From an optimization exercise on the open Yosys and OpenROAD flow, aimed at small area and a short achievable clock period; shortcuts taken in it are not production practice.
Function was checked by simulation only, so behaviour that the tests miss may differ from the original.
The flow treats the clock pin as an ideal source, which a real chip does not have.

Design MemPUF, start of the top module:
module MemPUF (
    input  wire clk,
    input  wire rst_n,
    input  wire vin_valid,
    input  wire [7:0] C,
    output reg  [7:0] R
);
Settings: LEC_CHECK=0, CAP_MARGIN=20, CORE_MARGIN=2, CORE_UTILIZATION=55, PLACE_DENSITY=0.65, SETUP_SLACK_MARGIN=4, SLEW_MARGIN=20, SYNTH_HIERARCHICAL=1; clock period 10.0 ns.
standard.sh (not shown) runs the stock make flow with config.mk's settings and CLKGATE_MAP_FILE= SYNTH_SCRIPT=/design/flow/synth_recipe.tcl, a recipe that flattens the netlist after the stock synthesis.
==> flow/flow/run.sh <==
#!/bin/bash
# Standard layout, with the response registers' clock delayed after CTS
# (flow/skew.tcl, run as ORFS's POST_CTS hook).
set -euo pipefail
W=$(pwd)
export POST_CTS_TCL=$W/flow/skew.tcl
bash standard.sh finish > $W/standard_flow.log 2>&1
==> flow/flow/skew.tcl <==
# POST_CTS hook: delay the clock of the response registers R[*] so that the
# long paths from the cell-state registers into R get more of the cycle.
# Only register-to-register paths gain; R's paths to the outputs lose.
# Each R register gets its own chain of delay buffers, placed beside it and
# fed from the clock net CTS gave it.
set block [ord::get_db_block]
set db [ord::get_db]
set rflops {}
set ::rskew_others {}
foreach inst [$block getInsts] {
  set m [[$inst getMaster] getName]
  if {![string match "*df*" $m]} { continue }
  if {[regexp {^R\\\[[0-9]+\\\]} [$inst getName]]} { lappend rflops $inst } else { lappend ::rskew_others $inst }
}
puts "skew: [llength $rflops] response registers, [llength $::rskew_others] other registers"

proc clk_arr {inst} {
  return [get_property [get_pins "[$inst getName]/CLK"] arrival_max_rise]
}
proc avg_other {} {
  set s 0.0; set n 0
  foreach f $::rskew_others { set s [expr {$s + [clk_arr $f]}]; incr n }
  return [expr {$s / $n}]
}

# the port buffers: a plain buffer instead of the slow delay cell that
# buffer_ports picked, so the R outputs and the inputs keep their slack
set pbuf_m [$db findMaster sky130_fd_sc_hd__buf_4]
foreach inst [$block getInsts] {
  if {[regexp {^(input|output)[0-9]+$} [$inst getName]] && [string match "*clkdlybuf*" [[$inst getMaster] getName]]} {
    $inst swapMaster $pbuf_m
  }
}
estimate_parasitics -placement
set base [avg_other]
set dly_m [$db findMaster sky130_fd_sc_hd__clkdlybuf4s25_1]
set id 0
# per register: add delay buffers while the paths into it have less slack
# than its path to the output (each buffer moves both by about 0.27 ns)
foreach f $rflops {
  set it [$f findITerm CLK]
  set loc [$f getLocation]
  set dpin [get_pins "[$f getName]/D"]
  set qpin [get_pins "[$f getName]/Q"]
  set k 0
  while {$k < 12} {
    set sd [get_property $dpin slack_max]
    set sq [get_property $qpin slack_max]
    if {$sq - $sd < 0.3} { break }
    set src [$it getNet]
    set b [odb::dbInst_create $block $dly_m "rskew_dly$id"]
    $b setLocation [lindex $loc 0] [lindex $loc 1]; $b setPlacementStatus PLACED
    set n [odb::dbNet_create $block "rskew_net$id"]
    $n setSigType CLOCK
    incr id
    $it disconnect
    $it connect $n
    [$b findITerm X] connect $n
    [$b findITerm A] connect $src
    global_connect
    incr k
    estimate_parasitics -placement
  }
  puts "skew: [$f getName] $k delay buffers, clock [format %.3f [expr {[clk_arr $f] - $base}]] ns after the mean register, slack in [format %.3f [get_property $dpin slack_max]], out [format %.3f [get_property $qpin slack_max]]"
}
detailed_placement
estimate_parasitics -placement
repair_timing_helper
detailed_placement
check_placement -verbose
estimate_parasitics -placement
foreach f $rflops { puts "skew: [$f getName] clock [format %.3f [expr {[clk_arr $f] - [avg_other]}]]" }
report_worst_slack -max
report_worst_slack -min
The first run completed with no timing, DRC or antenna violations.
Change:
--- a/flow/config.mk
+++ b/flow/config.mk
@@ -10,5 +10,5 @@
 export CORE_UTILIZATION = 55
 export PLACE_DENSITY = 0.65
-export SETUP_SLACK_MARGIN = 4
+export SETUP_SLACK_MARGIN = 5
 export SLEW_MARGIN = 20
 export SYNTH_HIERARCHICAL = 1
Result:
- The new run ran to the end with no violations
- worst setup slack barely changes
- sequential share of layout area went down by 0.10 points
- first-iteration DRC count went up by 15%
- via count went up by 4.9%
- global-route usage went up by 2.6 points
Change:
--- a/flow/flow/skew.tcl
+++ b/flow/flow/skew.tcl
@@ -4,4 +4,5 @@
 # Each R register gets its own chain of delay buffers, placed beside it and
 # fed from the clock net CTS gave it.
+set skew_target [expr {[info exists ::env(R_SKEW_NS)] ? $::env(R_SKEW_NS) : 1.2}]
 set block [ord::get_db_block]
 set db [ord::get_db]
@@ -24,28 +25,15 @@
 }
 
-# the port buffers: a plain buffer instead of the slow delay cell that
-# buffer_ports picked, so the R outputs and the inputs keep their slack
-set pbuf_m [$db findMaster sky130_fd_sc_hd__buf_4]
-foreach inst [$block getInsts] {
-  if {[regexp {^(input|output)[0-9]+$} [$inst getName]] && [string match "*clkdlybuf*" [[$inst getMaster] getName]]} {
-    $inst swapMaster $pbuf_m
-  }
-}
 estimate_parasitics -placement
 set base [avg_other]
 set dly_m [$db findMaster sky130_fd_sc_hd__clkdlybuf4s25_1]
 set id 0
-# per register: add delay buffers while the paths into it have less slack
-# than its path to the output (each buffer moves both by about 0.27 ns)
 foreach f $rflops {
   set it [$f findITerm CLK]
   set loc [$f getLocation]
-  set dpin [get_pins "[$f getName]/D"]
-  set qpin [get_pins "[$f getName]/Q"]
   set k 0
-  while {$k < 12} {
-    set sd [get_property $dpin slack_max]
-    set sq [get_property $qpin slack_max]
-    if {$sq - $sd < 0.3} { break }
+  set d [expr {[clk_arr $f] - $base}]
+  while {$d < $skew_target - 0.12 && $k < 12} {
+    # one more delay buffer between the flop's clock pin and its driver
     set src [$it getNet]
     set b [odb::dbInst_create $block $dly_m "rskew_dly$id"]
@@ -61,6 +49,7 @@
     incr k
     estimate_parasitics -placement
+    set d [expr {[clk_arr $f] - $base}]
   }
-  puts "skew: [$f getName] $k delay buffers, clock [format %.3f [expr {[clk_arr $f] - $base}]] ns after the mean register, slack in [format %.3f [get_property $dpin slack_max]], out [format %.3f [get_property $qpin slack_max]]"
+  puts "skew: [$f getName] $k delay buffers, clock [format %.3f $d] ns after the mean register"
 }
 detailed_placement
--- a/flow/config.mk
+++ b/flow/config.mk
@@ -10,5 +10,5 @@
 export CORE_UTILIZATION = 55
 export PLACE_DENSITY = 0.65
-export SETUP_SLACK_MARGIN = 5
+export SETUP_SLACK_MARGIN = 4
 export SLEW_MARGIN = 20
 export SYNTH_HIERARCHICAL = 1
Result: The new run went through all stages and came out clean. Clock skew rises by 0.10 ns. Global-route usage falls by 2.7 points. Area after synthesis stays the same. Critical path depth falls by 13. Register-to-register slack gets worse by 0.11 ns.
Change:
--- a/flow/flow/skew.tcl
+++ b/flow/flow/skew.tcl
@@ -4,5 +4,4 @@
 # Each R register gets its own chain of delay buffers, placed beside it and
 # fed from the clock net CTS gave it.
-set skew_target [expr {[info exists ::env(R_SKEW_NS)] ? $::env(R_SKEW_NS) : 1.2}]
 set block [ord::get_db_block]
 set db [ord::get_db]
@@ -25,15 +24,28 @@
 }
 
+# the port buffers: a plain buffer instead of the slow delay cell that
+# buffer_ports picked, so the R outputs and the inputs keep their slack
+set pbuf_m [$db findMaster sky130_fd_sc_hd__buf_4]
+foreach inst [$block getInsts] {
+  if {[regexp {^(input|output)[0-9]+$} [$inst getName]] && [string match "*clkdlybuf*" [[$inst getMaster] getName]]} {
+    $inst swapMaster $pbuf_m
+  }
+}
 estimate_parasitics -placement
 set base [avg_other]
 set dly_m [$db findMaster sky130_fd_sc_hd__clkdlybuf4s25_1]
 set id 0
+# per register: add delay buffers while the paths into it have less slack
+# than its path to the output (each buffer moves both by about 0.27 ns)
 foreach f $rflops {
   set it [$f findITerm CLK]
   set loc [$f getLocation]
+  set dpin [get_pins "[$f getName]/D"]
+  set qpin [get_pins "[$f getName]/Q"]
   set k 0
-  set d [expr {[clk_arr $f] - $base}]
-  while {$d < $skew_target - 0.12 && $k < 12} {
-    # one more delay buffer between the flop's clock pin and its driver
+  while {$k < 12} {
+    set sd [get_property $dpin slack_max]
+    set sq [get_property $qpin slack_max]
+    if {$sq - $sd < 0.3} { break }
     set src [$it getNet]
     set b [odb::dbInst_create $block $dly_m "rskew_dly$id"]
@@ -49,7 +61,6 @@
     incr k
     estimate_parasitics -placement
-    set d [expr {[clk_arr $f] - $base}]
   }
-  puts "skew: [$f getName] $k delay buffers, clock [format %.3f $d] ns after the mean register"
+  puts "skew: [$f getName] $k delay buffers, clock [format %.3f [expr {[clk_arr $f] - $base}]] ns after the mean register, slack in [format %.3f [get_property $dpin slack_max]], out [format %.3f [get_property $qpin slack_max]]"
 }
 detailed_placement
--- a/flow/config.mk
+++ b/flow/config.mk
@@ -10,5 +10,5 @@
 export CORE_UTILIZATION = 55
 export PLACE_DENSITY = 0.65
-export SETUP_SLACK_MARGIN = 4
+export SETUP_SLACK_MARGIN = 4.5
 export SLEW_MARGIN = 20
 export SYNTH_HIERARCHICAL = 1
=>
- cell area increases by 2.0%
- cell count increases by 1.3%
- hold slack is better by 0.028 ns
- worst setup slack is better by 0.56 ns

==> separate check: timing with driven ports <==
No port has a modelled driver above. Below, the same layouts with a new extraction and two added sets of constraints.
Step 1 assumes that a clkbuf_16 drives the clock port and a buf_2 every other input.
Step 2, shift: input delay + t, output delay - t, t = (earliest + latest rising clock arrival at the registers) / 2. This alone moves slack from input paths to output paths.
a / b / c = no drivers / after step 1 / after step 2; a / b = the first two.
run	t, ns	slack for setup (ns)	hold slack, ns	clock arrival spread, ns	slew at the worst register clock pin (ns)	pins driven straight from the clock port
the first run	1.428	5.184 / 5.114 / 4.244	0.095 / 0.095 / 0.095	1.676 / 1.676	0.10 / 0.10	1
the second run	1.248	5.187 / 5.187 / 4.451	0.241 / 0.218 / 0.310	1.295 / 1.295	0.10 / 0.10	1
the third run	1.292	4.752 / 4.682 / 4.752	0.125 / 0.109 / 0.280	1.397 / 1.397	0.10 / 0.10	1
the fourth run	1.288	5.307 / 5.234 / 4.675	0.153 / 0.130 / 0.260	1.399 / 1.399	0.10 / 0.10	1
Clock arrivals are far apart in every run listed, so t is only a midpoint there and step 2 fits no single register. For the first run, which loses most, drivers alone change the setup slack by -0.070 ns; drivers and shift together by -0.940 ns. Setup slack includes reset recovery checks.
